Context: an optimization exercise on an open-source flow, tuned for small area, a short achievable clock period and few clock cycles. The choices shown serve that exercise and are no tape-out recipe. In this exercise RTL edits were held to simulation tests only and were not proved equivalent to the original. No driver is modelled on the clock port, so clock power and skew are understated where the tree is cut down; a real chip needs a root buffer or a tree. No activity file was given, so power comes from the tool's default toggle rates.

==> flow/design.v <==
module Histogram #(parameter INC = 0) (
	input        clk,
	input  [3:0] match,     
	input  [1:0] eq,        
	input  [1:0] ne,        
	input        clear,
	input  [4:0] loIn,      
	input        cyIn,
	input        pIn,
	input  [9:0] hiIn,
	output [4:0] lo,        
	output       cy,
	output       p,
	output reg [9:0] hi
);
wire a1 = match[0] & eq[0];
wire a0 = (match[0] | match[1]) & ne[0];
wire b1 = match[2] & eq[1];
wire b0 = (match[2] | match[3]) & ne[1];
wire s0 = loIn[0] ^ a0 ^ b0;
wire k0 = (loIn[0] & a0) | (b0 & (loIn[0] | a0));
wire t1 = loIn[1] ^ a1 ^ b1;
wire k1 = (loIn[1] & a1) | (b1 & (loIn[1] | a1));
wire s2 = t1 ^ k0;
wire c2 = k1 | (t1 & k0);
wire [4:0] loN = {loIn[4] ^ (cyIn & loIn[3] & loIn[2]), loIn[3] ^ (cyIn & loIn[2]), loIn[2] ^ cyIn, s2, s0};
wire       ovf = cyIn & loIn[4] & loIn[3] & loIn[2];
reg cyr;
reg [1:0] xlo;
reg [4:2] lor;
always @(posedge clk) begin
	if (clear) begin
		xlo <= 2'b11;
		lor <= 3'd0;
		cyr <= 1'b0;
	end else begin
		xlo <= loN[1:0] ^ 2'b11;
		lor <= loN[4:2];
		cyr <= c2;
	end
end
assign lo = {lor, xlo ^ 2'b11};
assign cy = cyr;
generate
	if (INC) begin : G_INC
		wire [9:0] ones;
		wire       inc = pIn | ovf;
		genvar i;
		assign ones[0] = 1'b1;
		for (i = 1; i < 10; i = i + 1) begin : ONES
			assign ones[i] = ones[i-1] & hiIn[i-1];
		end
		always @(posedge clk) hi <= hiIn ^ (ones & {10{inc}});
		assign p = 1'b0;
	end else begin : G_MOVE
		reg pr;
		always @(posedge clk) begin
			if (clear) begin
				pr <= 1'b0;
				hi <= 10'd0;
			end else begin
				pr <= pIn | ovf;
				hi <= hiIn;
			end
		end
		assign p = pr;
	end
endgenerate
endmodule
module simd_histogram (
	input             clk,
	input             rst_n,
	input             img_ready,
	output     [11:0] img_addr,
	input      [31:0] img_data,
	output            hist_we,
	output      [2:0] hist_addr,
	output     [15:0] hist_data,
	output reg        hist_transmit
);
localparam [2:0] U0 = 3'd6;
reg        busy;       
reg [11:0] addr;
reg        v1;         
reg        v2;         
reg        v3;         
reg        ow;         
reg  [2:0] u;          
reg [11:0] px;         
reg  [1:0] eq;         
wire a0    = (addr[10:0] == 11'd0);    
wire rd    = busy & ~(a0 & ~addr[11]);
wire go    = rst_n & ((~busy & ~ow & img_ready) | rd);
wire start = v3 & ~v2;
wire [1:0] ne = {2{v2}} & ~eq;    
wire [2:0] nu = 3'd2 - u;    
wire       fb = addr[11] ^ addr[5] ^ addr[3] ^ addr[0] ^ a0;
always @(posedge clk) begin
	px   <= {img_data[31:29] + nu, img_data[23:21] + nu, img_data[15:13] + nu, img_data[7:5] + nu};
	eq[0] <= v1 & (img_data[15:13] == img_data[7:5]);
	eq[1] <= v1 & (img_data[31:29] == img_data[23:21]);
	addr <= go ? {addr[10:0], fb} : 12'd0;
	if (~rst_n) begin
		busy <= 1'b0;
		v1   <= 1'b0;
		v2   <= 1'b0;
		v3   <= 1'b0;
		ow   <= 1'b1;
		u    <= U0;
		hist_transmit <= 1'b0;
	end else begin
		busy <= (busy & ~hist_transmit) | go;
		v1   <= go;
		v2   <= v1;
		v3   <= v2;
		ow   <= start | (ow & (u != U0 + 3'd1));
		u    <= (busy | ow) ? u - 3'd1 : 3'd0;
		hist_transmit <= busy & ow & (u == U0 + 3'd2);
	end
end
assign img_addr  = addr;
assign hist_we   = ow;
assign hist_addr = u;
wire [4:0] lo [0:7];
wire       cy [0:7];
wire       p  [0:7];
wire [9:0] hi [0:7];
genvar s, l;
generate
	for (s = 0; s < 8; s = s + 1) begin : SLOT
		wire [3:0] match;
		for (l = 0; l < 4; l = l + 1) begin : PIX
			assign match[l] = (px[3*l+2:3*l] == s);
		end
		Histogram #(.INC(s == 0)) H (
			.clk(clk), .match(match), .eq(eq), .ne(ne), .clear(s == 1 ? ow : 1'b0),
			.loIn(lo[(s + 7) % 8]), .cyIn(cy[(s + 7) % 8]), .pIn(p[(s + 7) % 8]), .hiIn(hi[(s + 7) % 8]),
			.lo(lo[s]), .cy(cy[s]), .p(p[s]), .hi(hi[s]));
	end
endgenerate
assign hist_data = {1'b0, hi[0], lo[0]};
endmodule
clock: 6.0 ns
lec_check: 0
cap_margin: 20
core_margin: 2
core_utilization: 40
gpl_timing_driven: 0
place_density: 0.6
setup_slack_margin: 3.85
slew_margin: 20
standard.sh (not shown) runs the stock make flow with config.mk's settings and CLKGATE_MAP_FILE= SYNTH_SCRIPT=/design/flow/synth_recipe.tcl, a recipe that flattens the netlist after the stock synthesis.
==> flow/flow/run.sh <==
#!/bin/bash
# The standard layout (standard.sh), except that the clock tree is built
# by flow/cts_hook.tcl, run by ORFS's CTS step as its PRE_CTS_TCL hook,
# instead of by TritonCTS, and the port buffers are inserted as buf_1 cells
# (buffer_ports otherwise picks a delay cell, clkdlybuf4s50_1, larger and
# slower; the timing repair resizes any that need more drive). make's full output goes to flow_make.log; each
# ORFS step keeps its own log under orfs/logs/.
set -euo pipefail
export PRE_CTS_TCL="$(pwd)/flow/cts_hook.tcl"
export BUFFER_PORTS_ARGS="-buffer_cell sky130_fd_sc_hd__buf_1"
bash standard.sh finish > flow_make.log 2>&1
Other scripts of this flow, unchanged in this note and not shown: flow/flow/cts_hook.tcl
Testbench counts at the start, summed over its fixed seeds: cycles 131,464.
Rerun with:
--- a/flow/flow/run.sh
+++ b/flow/flow/run.sh
@@ -10,0 +11 @@
+export RECOVER_POWER=100
Settings changed: GPL_TIMING_DRIVEN 0 to unset.
=> The changed run finished with timing, DRC and antenna clean; register-to-register slack got worse by 0.03 ns; fmax fell by 2.8%; clock power is about the same; final cell count fell by about 0.43%; power stays flat; die area stays the same; combinational power fell by about 7%; worst setup slack got worse by 0.062 ns; final area fell by 0.70%.
Rerun with:
--- a/flow/flow/run.sh
+++ b/flow/flow/run.sh
@@ -11 +10,0 @@
-export RECOVER_POWER=100
Settings changed: SETUP_SLACK_MARGIN 3.85 to 3.95.
=> Synthesized cell count is unchanged; cell area grows by 6.5%; wire length grows by 4.7%; setup slack is better by 0.11 ns; maximum frequency climbs by 5.5%; cell count rose by 2.3%; power came out higher by 2.1%; clock power is about the same.
Rerun with:
Settings changed: SETUP_SLACK_MARGIN 3.95 to 3.8.
The new run finished with timing, DRC and antenna clean.
Sequential power hardly moves.
Total power decreases by about 2%.
Clock power hardly moves.
Sequential share of layout area rose by 2.6 points.
Synthesized area stays the same.
In every run of this note, the design's own scripts or RTL, not TritonCTS, make the clock network.

static timing again, ports no longer ideal:
In the flow no input, the clock included, has a driving cell. The finished layouts below were timed again as built, in two steps.
Step 1: set_driving_cell puts a clkbuf_16 on clk and a buf_2 on each other input, an assumption about the parent block.
Step 2, shift: input delay + t, output delay - t, t = (earliest + latest rising clock arrival at the registers) / 2. This alone moves slack from input paths to output paths.
Three values: no drivers, after step 1, after step 2; two values: the first two.
run	t, ns	setup WS [ns]	latest minus earliest clock arrival (ns)
the first run	0.388	3.883 / 3.847 / 3.686	0.028 / 0.028
the second run	0.398	3.821 / 3.786 / 3.614	0.028 / 0.028
the third run	0.406	3.935 / 3.895 / 3.714	0.042 / 0.042
the fourth run	0.397	3.843 / 3.808 / 3.659	0.027 / 0.028
After both steps every run listed still meets setup and hold. For the third run, which loses most, drivers alone change the setup slack by -0.040 ns; drivers and shift together by -0.221 ns.
